Context: an optimization exercise on an open-source flow, tuned for small area and a short achievable clock period. The choices shown serve that exercise and are no tape-out recipe. Only simulation tests tie the RTL to the original design; equivalence was not proved. Power is estimated from default activity; no workload was simulated.

**flow/config.mk**
```make
export PLATFORM = sky130hd
export DESIGN_NAME = top
export DESIGN_NICKNAME = top
export VERILOG_FILES = /design/flow/design.v
export SDC_FILE = /design/flow/constraint.sdc
export NUM_CORES = 8
export LEC_CHECK = 0
export CAP_MARGIN = 20
export CORE_MARGIN = 2
export CORE_UTILIZATION = 40
export SETUP_SLACK_MARGIN = 4.0
export SLEW_MARGIN = 20
```
**flow/flow/area.abc**
```
strash
&get -n
&st
&dch -f
&nf -R 1000
&put
```
**flow/flow/synth_top.tcl**
```tcl
proc synth {args} { yosys synth -nofsm -noshare {*}$args }
proc abc {args} {
  set i [lsearch -exact $args -script]
  set j [lsearch -exact $args -D]
  if {$j >= 0} { set args [lreplace $args $j [expr {$j + 1}]] }
  set fast $args
  if {$::env(OWN_DISP_MAP) eq "speed"} {
    lappend fast -D $::env(OWN_ABC_D)
  } else {
    lset fast [expr {$i + 1}] $::env(OWN_ABC_SCRIPT)
  }
  yosys abc {*}$fast display
  set slow $args
  lset slow [expr {$i + 1}] $::env(OWN_ABC_SCRIPT)
  yosys abc {*}$slow top
}
source $::env(SCRIPTS_DIR)/synth.tcl
# left out here: clear keep_hierarchy, flatten, clean up, hide names made inside functions, write 1_2_yosys.v
```
**flow/design.v**
```verilog
`default_nettype none
module top (
  input  logic hz100, reset,
  input  logic [20:0] pb,
  output logic [7:0] ss7, ss6, ss5, ss4, ss3, ss2, ss1, ss0,
  output logic red, green
);
  function automatic logic [4:0] dadd(input logic [3:0] a, input logic [3:0] b, input logic ci);
    logic [4:0] c;
    logic [3:0] z, s;
    logic co;
    c[0] = ci;
    for (int i = 0; i < 4; i++) begin
      z[i] = a[i] ^ b[i] ^ c[i];
      c[i+1] = (a[i] & b[i]) | (a[i] & c[i]) | (b[i] & c[i]);
    end
    co = c[4] | (z[3] & z[2]) | (z[3] & z[1]);
    s[0] = z[0];
    s[1] = z[1] ^ co;
    s[2] = z[2] ^ (co & ~z[1]);
    s[3] = z[3] ^ (co & (z[2] | z[1]));
    dadd = {co, s};
  endfunction
  logic [1:0] ph;
  always_ff @(posedge hz100, posedge reset)
    if (reset) ph <= 2'b00;
    else       ph <= {ph[0], ~ph[1]};
  wire step = ph[1] & ph[0];
  wire [19:0] in = pb[19:0];
  wire [4:0] keycode;
  assign keycode[0] = in[1] | in[3] | in[5] | in[7] | in[9]  | in[11] | in[13] | in[15] | in[17] | in[19];
  assign keycode[1] = in[2] | in[3] | in[6] | in[7] | in[10] | in[11] | in[14] | in[15] | in[18] | in[19];
  assign keycode[2] = in[4] | in[5] | in[6] | in[7] | in[12] | in[13] | in[14] | in[15];
  assign keycode[3] = in[8] | in[9] | in[10] | in[11] | in[12] | in[13] | in[14] | in[15];
  assign keycode[4] = in[16] | in[17] | in[18] | in[19];
  logic d0, d1;
  always_ff @(posedge hz100, posedge reset)
    if (reset) begin d0 <= 1'b0; d1 <= 1'b0; end
    else begin d0 <= |in; d1 <= d0; end
  wire strobe = d0 & ~d1;
  logic [4:0] mt;    
  logic [1:0] sel;
  always_ff @(posedge hz100, posedge reset)
    if (reset) begin
      mt <= 5'd5;
      sel <= 2'd0;
    end else if (strobe) begin
      mt <= keycode;
      if (keycode[4:2] == 3'b100) sel <= ~keycode[1:0];
    end
  localparam logic [2:0] INIT = 3'd0, CALC = 3'd1, SET = 3'd2, CHK = 3'd3,
                         HLTL = 3'd4, HLTC = 3'd5, LAND = 3'd6, CRSH = 3'd7;
  logic [2:0] flight;
  logic [14:0] alt;       
  logic [11:0] vel;       
  logic vneg;             
  logic [11:0] fuel;      
  logic [4:0] thrust;     
  logic ac1, ac2, ac3;
  wire [4:0] a0 = dadd(alt[3:0], vel[3:0], 1'b0);
  wire [4:0] a1 = dadd(alt[7:4], vel[7:4], ac1);
  wire [4:0] a2 = dadd(alt[11:8], vel[11:8], ac2);
  wire alt15 = vneg ? (alt[14:12] == 3'd0 && !ac3) : (alt[14:12] == 3'd7 && ac3);
  wire [2:0] a3 = alt[14:12] + {2'b0, ac3} - {2'b0, vneg};    
  wire [14:0] newalt = {a3, a2[3:0], a1[3:0], a0[3:0]};
  wire vb0 = vel[3:0] >= 4'd5;
  wire vb1 = vel[7:4] != 4'd0 || vb0;
  wire vb2 = vel[11:8] != 4'd0 || vb1;
  wire [3:0] i0 = dadd(vel[3:0], 4'd4, 1'b1);
  wire [3:0] i1 = dadd(vel[7:4], 4'd9, vb0);
  wire [3:0] i2 = dadd(vel[11:8], 4'd9, vb1);
  logic vc0, vc1;
  wire [4:0] n0 = dadd(i0, thrust[3:0], 1'b0);
  wire [4:0] n1 = dadd(i1, {3'b0, thrust[4]}, vc0);
  wire [4:0] n2 = dadd(i2, 4'd0, vc1);
  wire newvneg = vneg ? !(vb2 && n2[4]) : !(vb2 || n2[4]);
  wire [11:0] newvel = {n2[3:0], n1[3:0], n0[3:0]};
  always_ff @(posedge hz100) begin
    ac1 <= a0[4];
    ac2 <= a1[4];
    ac3 <= a2[4];
    vc0 <= n0[4];
    vc1 <= n1[4];
  end
  wire [3:0] td0 = (thrust[3] && (thrust[2] || thrust[1])) ? 4'd9 : thrust[3:0];
  logic fc1, fc2;
  wire [4:0] f0 = dadd(fuel[3:0], 4'd9 - td0, 1'b1);
  wire [4:0] f1 = dadd(fuel[7:4], {3'b100, !thrust[4]}, fc1);
  wire [4:0] f2 = dadd(fuel[11:8], 4'd9, fc2);
  wire [11:0] newfuel = {f2[3:0], f1[3:0], f0[3:0]};
  logic fempty, tcut;
  always_ff @(posedge hz100) begin
    fc1 <= f0[4];
    fc2 <= f1[4];
    fempty <= !f2[4];
    tcut <= (f2[4] && newfuel == 12'd0) || fuel == 12'd0;
  end
  wire landok = thrust <= 5'd5 && newvneg && n2[3:0] == 4'd9 &&
                (n1[3:0] > 4'd7 || (n1[3:0] == 4'd7 && n0[3:0] != 4'd0));
  always_ff @(posedge hz100, posedge reset)
    if (reset) begin
      flight <= INIT;
      alt <= 15'h4500;
      vel <= 12'h0;
      vneg <= 1'b0;
      fuel <= 12'h800;
      thrust <= 5'd5;
    end else if (step) begin
      case (flight)
        INIT: flight <= CALC;
        CALC: flight <= SET;
        SET: begin
          fuel <= fempty ? 12'd0 : newfuel;
          alt <= newalt;
          vel <= newvel;
          vneg <= newvneg;
          thrust <= tcut ? 5'd0 : mt;
          flight <= CHK;
        end
        CHK: begin
          if (alt15)
            flight <= landok ? HLTL : HLTC;
          else
            flight <= CALC;
        end
        HLTL, HLTC: begin
          flight <= (flight == HLTL) ? LAND : CRSH;
          alt <= 15'd0;
          vel <= 12'd0;
          vneg <= 1'b0;
        end
        default: ;
      endcase
    end
  assign green = flight == LAND;
  assign red = flight == CRSH;
  display show (.sel(sel), .alt(alt), .vel(vel), .vneg(vneg), .fuel(fuel), .thrust(thrust),
    .ss7(ss7), .ss6(ss6), .ss5(ss5), .ss4(ss4), .ss3(ss3), .ss2(ss2), .ss1(ss1), .ss0(ss0));
endmodule
module display (
  input  logic [1:0] sel,
  input  logic [14:0] alt,
  input  logic [11:0] vel,
  input  logic vneg,
  input  logic [11:0] fuel,
  input  logic [4:0] thrust,
  output logic [7:0] ss7, ss6, ss5, ss4, ss3, ss2, ss1, ss0
);
  function automatic logic [6:0] seg(input logic [3:0] d);
    case (d)
      4'h0: seg = 7'h3F; 4'h1: seg = 7'h06; 4'h2: seg = 7'h5B; 4'h3: seg = 7'h4F;
      4'h4: seg = 7'h66; 4'h5: seg = 7'h6D; 4'h6: seg = 7'h7D; 4'h7: seg = 7'h07;
      4'h8: seg = 7'h7F; 4'h9: seg = 7'h67; 4'hA: seg = 7'h77; 4'hB: seg = 7'h7C;
      4'hC: seg = 7'h39; 4'hD: seg = 7'h5E; 4'hE: seg = 7'h79; default: seg = 7'h71;
    endcase
  endfunction
  function automatic logic [6:0] segd(input logic [3:0] x);
    logic D, C, B, A;
    {D, C, B, A} = x;
    segd[0] = D | B | ~(C ^ A);
    segd[1] = ~C | ~(B ^ A);
    segd[2] = C | ~B | A;
    segd[3] = (~C & ~A) | (B & ~A) | (~C & B) | (C & ~B & A);
    segd[4] = ~A & (~C | B);
    segd[5] = D | (~B & ~A) | (C & ~B) | (C & ~A);
    segd[6] = D | (B ^ C) | (C & ~A);
  endfunction
  wire s0 = sel == 2'd0, s1 = sel == 2'd1, s2 = sel == 2'd2;
  wire [3:0] v3 = s0 ? {1'b0, alt[14:12]} : (s1 ? {vneg, 2'b0, vneg} : 4'd0);
  wire [3:0] v2 = s0 ? alt[11:8] : s1 ? vel[11:8] : s2 ? fuel[11:8] : 4'd0;
  wire [3:0] v1 = s0 ? alt[7:4] : s1 ? vel[7:4] : s2 ? fuel[7:4] : {3'b0, thrust[4]};
  wire [3:0] v0 = s0 ? alt[3:0] : s1 ? vel[3:0] : s2 ? fuel[3:0] : thrust[3:0];
  wire alt3nz = alt[14:12] != 3'd0;
  wire en3 = (s0 && alt3nz) || (s1 && vneg);
  wire en2 = (s0 && (alt3nz || alt[11:8] != 4'd0)) || (s1 && (vneg || vel[11:8] != 4'd0)) ||
             (s2 && fuel[11:8] != 4'd0);
  always_comb begin
    case (sel)
      2'd0: {ss7, ss6, ss5} = 24'h773878;
      2'd1: {ss7, ss6, ss5} = 24'h3E7938;
      2'd2: {ss7, ss6, ss5} = 24'h6F776D;
      default: {ss7, ss6, ss5} = 24'h787650;
    endcase
    ss4 = 8'h00;
    ss3 = {1'b0, (v3 != 4'd0) ? segd(v3) : 7'h00};
    ss2 = {1'b0, (en3 || v2 != 4'd0) ? segd(v2) : 7'h00};
    ss1 = {1'b0, (en2 || v1 != 4'd0) ? segd(v1) : 7'h00};
    ss0 = {1'b0, seg(v0)};
  end
endmodule
```
**flow/constraint.sdc**
```tcl
create_clock -name core_clock -period 10.0 [get_ports {hz100}]
set_input_delay 2.0000 -clock core_clock [delete_from_list [all_inputs] [get_ports {hz100}]]
set_output_delay 2.0000 -clock core_clock [all_outputs]
set_load 0.01 [all_outputs]
```
**flow/flow/run.sh**
```bash
#!/bin/bash
# Own layout flow: the standard layout (standard.sh) with these changes:
#  * synthesis (flow/synth_top.tcl): the display module is mapped by ABC with
#    ORFS's delay script, the rest with flow/area.abc for area, and the adder
#    extraction step is skipped (ADDER_MAP_FILE cleared); registers are the
#    standard synthesis's own;
#  * SYNTH_HIERARCHICAL=1 so that the display module reaches ABC on its own;
#  * buf_2 port buffers;
#  * repair_timing aims at 6.5 ns of setup slack.
# make's output goes to own_flow.log here; ORFS keeps each tool's log under orfs/logs.
set -euo pipefail
W=$(pwd)
export OWN_ABC_SCRIPT=$W/flow/area.abc
export OWN_ABC_D=1000
export OWN_DISP_MAP=speed
export BUFFER_PORTS_ARGS="-buffer_cell sky130_fd_sc_hd__buf_2"
EXTRA="ADDER_MAP_FILE= SYNTH_HIERARCHICAL=1 SETUP_SLACK_MARGIN=6.5"
sed -e "s#SYNTH_SCRIPT=[^ ]*#SYNTH_SCRIPT=$W/flow/synth_top.tcl#" \
    -e "s#\"\${@:-finish}\"#$EXTRA \"\${@:-finish}\"#" standard.sh > own_standard.sh
bash own_standard.sh > own_flow.log 2>&1
```
**flow/standard.sh**
```bash
#!/bin/bash
# synth_recipe.tcl (not shown) runs the flow's synth.tcl, then flattens the netlist and writes it again
# the make line also repeats each setting of config.mk as NAME=value (left out here)
make -C /OpenROAD-flow-scripts/flow DESIGN_CONFIG=/design/flow/config.mk WORK_HOME=/design/flow/orfs CLKGATE_MAP_FILE= SYNTH_SCRIPT=/design/flow/synth_recipe.tcl "${@:-finish}"
```
==> summary.txt <==
-- final timing paths --
kind	end	slack (ns)	depth (start not counted)
max	ss0[0]	5.80	7
min	d1$_DFF_PP0_	0.37	0
max reg2reg	flight[0]$_DFFE_PP0P_	6.35	15
min reg2reg	d1$_DFF_PP0_	0.37	0
max in group asynchronous	vel[8]$_DFFE_PP0P_	7.52	3
min in group asynchronous	flight[0]$_DFFE_PP0P_	1.88	3
-- Yosys stat by module (local to each module, per instance) --
module | flip-flops and latches | copies in the design | cells
display | 0 | 1 | 167
top | 68 | 1 | 443
-- flip-flops by register name (all words and copies together) (netlist names), 2 cells and up --
| signal | flops |
|---|---|
| mt | 5 |
| alt | 15 |
| thrust | 5 |
| sel | 2 |
| vel | 12 |
| flight | 3 |
| ph | 2 |
| fuel | 12 |
-- worst max-delay path, stage by stage (launching register included) --
cell,delay (ns)
dfrtp_4,0.47
buf_6,0.13
mux4_2,0.61
nand2b_4,0.21
nor2_2,0.09
a21oi_1,0.05
o22a_1,0.16
buf_2,0.14
-- final cells by class --
type                       count  area (sq um)  share of cell area
clock buffer                  12           256              0.0396
timing repair buffer         110           758               0.117
sequential                    68          1680               0.259
tap                          172           215              0.0332
inverter                      15          61.3             0.00946
multi-input combinational    505          3460               0.534
clock inverter                 4          47.5             0.00733
-- layer usage --
metal	global-route usage	share of wire	vias to the layer above	wire length [microns]
met1	0.257	0.44	2251	6020
met4	0.0588	0.016	0	218
li1	-	-	2323	-
met2	0.352	0.50	111	6760
met3	0.0239	0.041	21	551
met5	0	0	-	0
-- cell families after synthesis --
| logic type | share of synthesized area |
|---|---|
| compound gates | 0.189 |
| xor+xnor | 0.117 |
| fa+ha+maj | 0.0237 |
| buf+inv | 0.0684 |
| flops | 0.329 |
| mux | 0.0420 |
| other cells | 0.00148 |
| simple gates | 0.230 |
-- cells in the final DEF (no fill, tap or decap), types with 11 or more instances in the layout --
master,instances
buf_2,68
nor2_1,46
o21ai_0,41
a22o_1,12
dfrtp_1,41
nand2_1,89
xor2_1,26
xnor2_1,39
buf_4,27
a21oi_1,34
nor4_1,11
conb_1,19
-- metrics by stage --
stage / worst slack, ns / std cells / cell area, sq um
after floorplan: 6.20 / 627 / 5190
after global placement: 5.31 / 833 / 5470
after detailed placement: 5.25 / 833 / 5470
after CTS: 5.84 / 879 / 6290
after global routing: 5.75 / 886 / 6480
final: 5.80 / 886 / 6480
-- power breakdown --
part | switching (mW) | internal [mW] | total (mW)
sequential | 0.0000440 | 0.275 | 0.275
clock | 0.119 | 0.206 | 0.324
combinational | 0.0105 | 0.00374 | 0.0143
-- what timing repair did --
item | in CTS | in global routing
resized for setup | 58 | 33
pin swaps | 14 | 13
setup endpoints to repair | 43 | 37
gates cloned | 1 | 0
setup buffers | 29 | 7
==> impl_metrics.xml <==
<?xml version="1.0" encoding="UTF-8"?>
<metrics>
  <group name="routing">
    <metric name="route.detailed.vias_per_inst" unit="">5.31</metric>
    <metric name="drt.antenna.violating_nets" unit="">0</metric>
    <metric name="drt-initial-drc-count" unit="">262</metric>
    <metric name="wl_per_cell" unit="microns">15.3</metric>
    <metric name="drc_violations" unit="">0</metric>
    <metric name="wl" unit="microns">13600</metric>
    <metric name="detail_route.first_pass.iterations" unit="">4</metric>
    <metric name="detailroute.via_count" unit="">4706</metric>
  </group>
  <group name="cells_and_area">
    <metric name="final_layout_size_suffix_gt1_frac" unit="">0.305</metric>
    <metric name="post-route-util" unit="">0.518</metric>
    <metric name="antenna_cells" unit="">0</metric>
    <metric name="layout.filler_cells" unit="">1183</metric>
    <metric name="synthToLayoutAreaGrowth" unit="%">27.9</metric>
    <metric name="final_nets" unit="">732</metric>
  </group>
  <group name="synthesis">
    <metric name="area_fraction_of_the_dominant_cell_type_after_synthesis" unit="">0.252</metric>
    <metric name="avgSynthCellArea" unit="sq um">8.31</metric>
    <metric name="ys_ff_latch" unit="">68</metric>
    <metric name="synth.top_cells.by_count" unit="">nand2_1, nor2_1, dfrtp_1, o21ai_0, a21oi_1</metric>
    <metric name="synth_edf_count" unit="">0</metric>
    <metric name="yosysMostFrequentCell" unit="">nand2_1</metric>
    <metric name="yosysWarningCount" unit="">8</metric>
    <metric name="synthTopCellsByArea" unit="">dfrtp_1, xnor2_1, nand2_1</metric>
    <metric name="synth_top_flop_cell" unit="">dfrtp_1</metric>
    <metric name="ys_seq_area_frac" unit="">0.329</metric>
    <metric name="number_of_distinct_library_cell_variants_in_the_gate_level_netlist_after_synthesis" unit="">70</metric>
    <metric name="postSynthCellCount" unit="">610</metric>
    <metric name="postSynth.asyncResetShare" unit="">0.868</metric>
    <metric name="mappedNetlistArea" unit="sq um">5070</metric>
    <metric name="post-synth-top-area-cell" unit="">dfrtp_1</metric>
  </group>
  <group name="clock_tree">
    <metric name="htree_levels" unit="">3</metric>
    <metric name="tritoncts_num_sinks" unit="">68</metric>
    <metric name="clock_slew_at_reported_path_ffs" unit="ns">0.05</metric>
    <metric name="root_buffer" unit="">clkbuf_16</metric>
    <metric name="cts_hold_buffers" unit="">0</metric>
    <metric name="cts-root-to-sink-buffers" unit="">2</metric>
    <metric name="clock_insertion_delay_worst_skew" unit="ns">0.33</metric>
    <metric name="tritoncts_clock_tree" unit="">done</metric>
    <metric name="cts_made_buffers" unit="">9</metric>
  </group>
  <group name="floorplanning">
    <metric name="rows" unit="">41</metric>
    <metric name="die_w" unit="microns">117</metric>
    <metric name="design.portCount" unit="">89</metric>
    <metric name="initial_cell_density_of_the_core" unit="">0.405</metric>
    <metric name="core_region_area" unit="sq um">12500</metric>
    <metric name="die_h" unit="microns">117</metric>
    <metric name="die-area" unit="sq um">13600</metric>
  </group>
  <group name="grt">
    <metric name="grt_overflow_total" unit="">0</metric>
    <metric name="groute.usage.overall" unit="">0.199</metric>
    <metric name="number_of_global_route_vias_before_repair" unit="">4351</metric>
    <metric name="grt_max_degree" unit="">60</metric>
    <metric name="grt_antenna_before_repair" unit="">0</metric>
    <metric name="global_route_wire_length_before_repair" unit="microns">21200</metric>
  </group>
  <group name="setup_path">
    <metric name="worstSetupPathType" unit="">flop to primary output</metric>
    <metric name="r2r_start" unit="">vel[1]$_DFFE_PP0P_</metric>
    <metric name="cp-start-kind" unit="">flop</metric>
    <metric name="cp-startpoint" unit="">sel[0]$_DFFE_PP0P_</metric>
    <metric name="crit_path_max_fanout" unit="">6</metric>
    <metric name="worstSetupEndpointType" unit="">primary output</metric>
    <metric name="crit_required" unit="ns">8.00</metric>
    <metric name="critPathArrivalTime" unit="ns">2.20</metric>
  </group>
  <group name="timing">
    <metric name="hold-worst-slack" unit="ns">0.371</metric>
    <metric name="timing.max_slew.rel_slack" unit="">0.473</metric>
    <metric name="timing.final.hold_violations" unit="">0</metric>
    <metric name="setup_tns" unit="ns">0</metric>
    <metric name="timing.final.crit_period" unit="ns">4.20</metric>
    <metric name="unrepaired_setup_endpoints_after_global_routing" unit="">true</metric>
    <metric name="finalClockSkew" unit="ns">0.00661</metric>
    <metric name="worstMarginPinSlew" unit="ns">0.790</metric>
    <metric name="timing.final.crit_share" unit="">0.420</metric>
    <metric name="timing.fmax" unit="MHz">238</metric>
    <metric name="maxSlewViolCount" unit="">0</metric>
    <metric name="timing.final.setup_violations" unit="">0</metric>
  </group>
  <group name="power_and_ir_drop">
    <metric name="power_density" unit="nW/um^2">94.7</metric>
    <metric name="max-vdd-ir-drop" unit="mV">0.0751</metric>
    <metric name="report.power.total" unit="mW">0.614</metric>
    <metric name="p_leak" unit="nW">2.79</metric>
  </group>
  <group name="min_path">
    <metric name="holdCritStartpoint" unit="">d0$_DFF_PP0_</metric>
    <metric name="worstHoldPathType" unit="">flop to flop</metric>
  </group>
  <group name="job">
    <metric name="maxCapViolCount" unit="">0</metric>
  </group>
  <group name="placed_design">
    <metric name="port_buffers" unit="">68</metric>
    <metric name="detailed_placement_wirelength_estimate" unit="microns">8880</metric>
    <metric name="weighted_congestion_at_the_end_of_routability_driven_global_placement" unit="">0.810</metric>
  </group>
  <group name="status">
    <metric name="status" unit="">finished clean</metric>
  </group>
</metrics>

==> port drivers added, routing unchanged <==
How much do the figures lean on ideal ports? The routed layout below was timed once more, with nothing changed but the port constraints.
Step 1 assumes that a clkbuf_16 drives the clock port and a buf_2 every other input.
Step 2 times the ports against the registers' clock, not the clock port: input delays grow and output delays shrink by t, the midpoint of the rising clock arrivals with the driver on.
a / b / c = no drivers / after step 1 / after step 2; a / b = the first two.
t, ns: 0.364
slack for setup (ns): 5.802 / 5.765 / 6.129
worst register clock-pin slew, ns: 0.06 / 0.06
worst slew at a driven data input, ns: 0.03
cell pins on the clock port's net: 1
After both steps this run still meets setup and hold. The setup slack of this run moves by -0.037 ns with the drivers and by +0.327 ns with both steps.
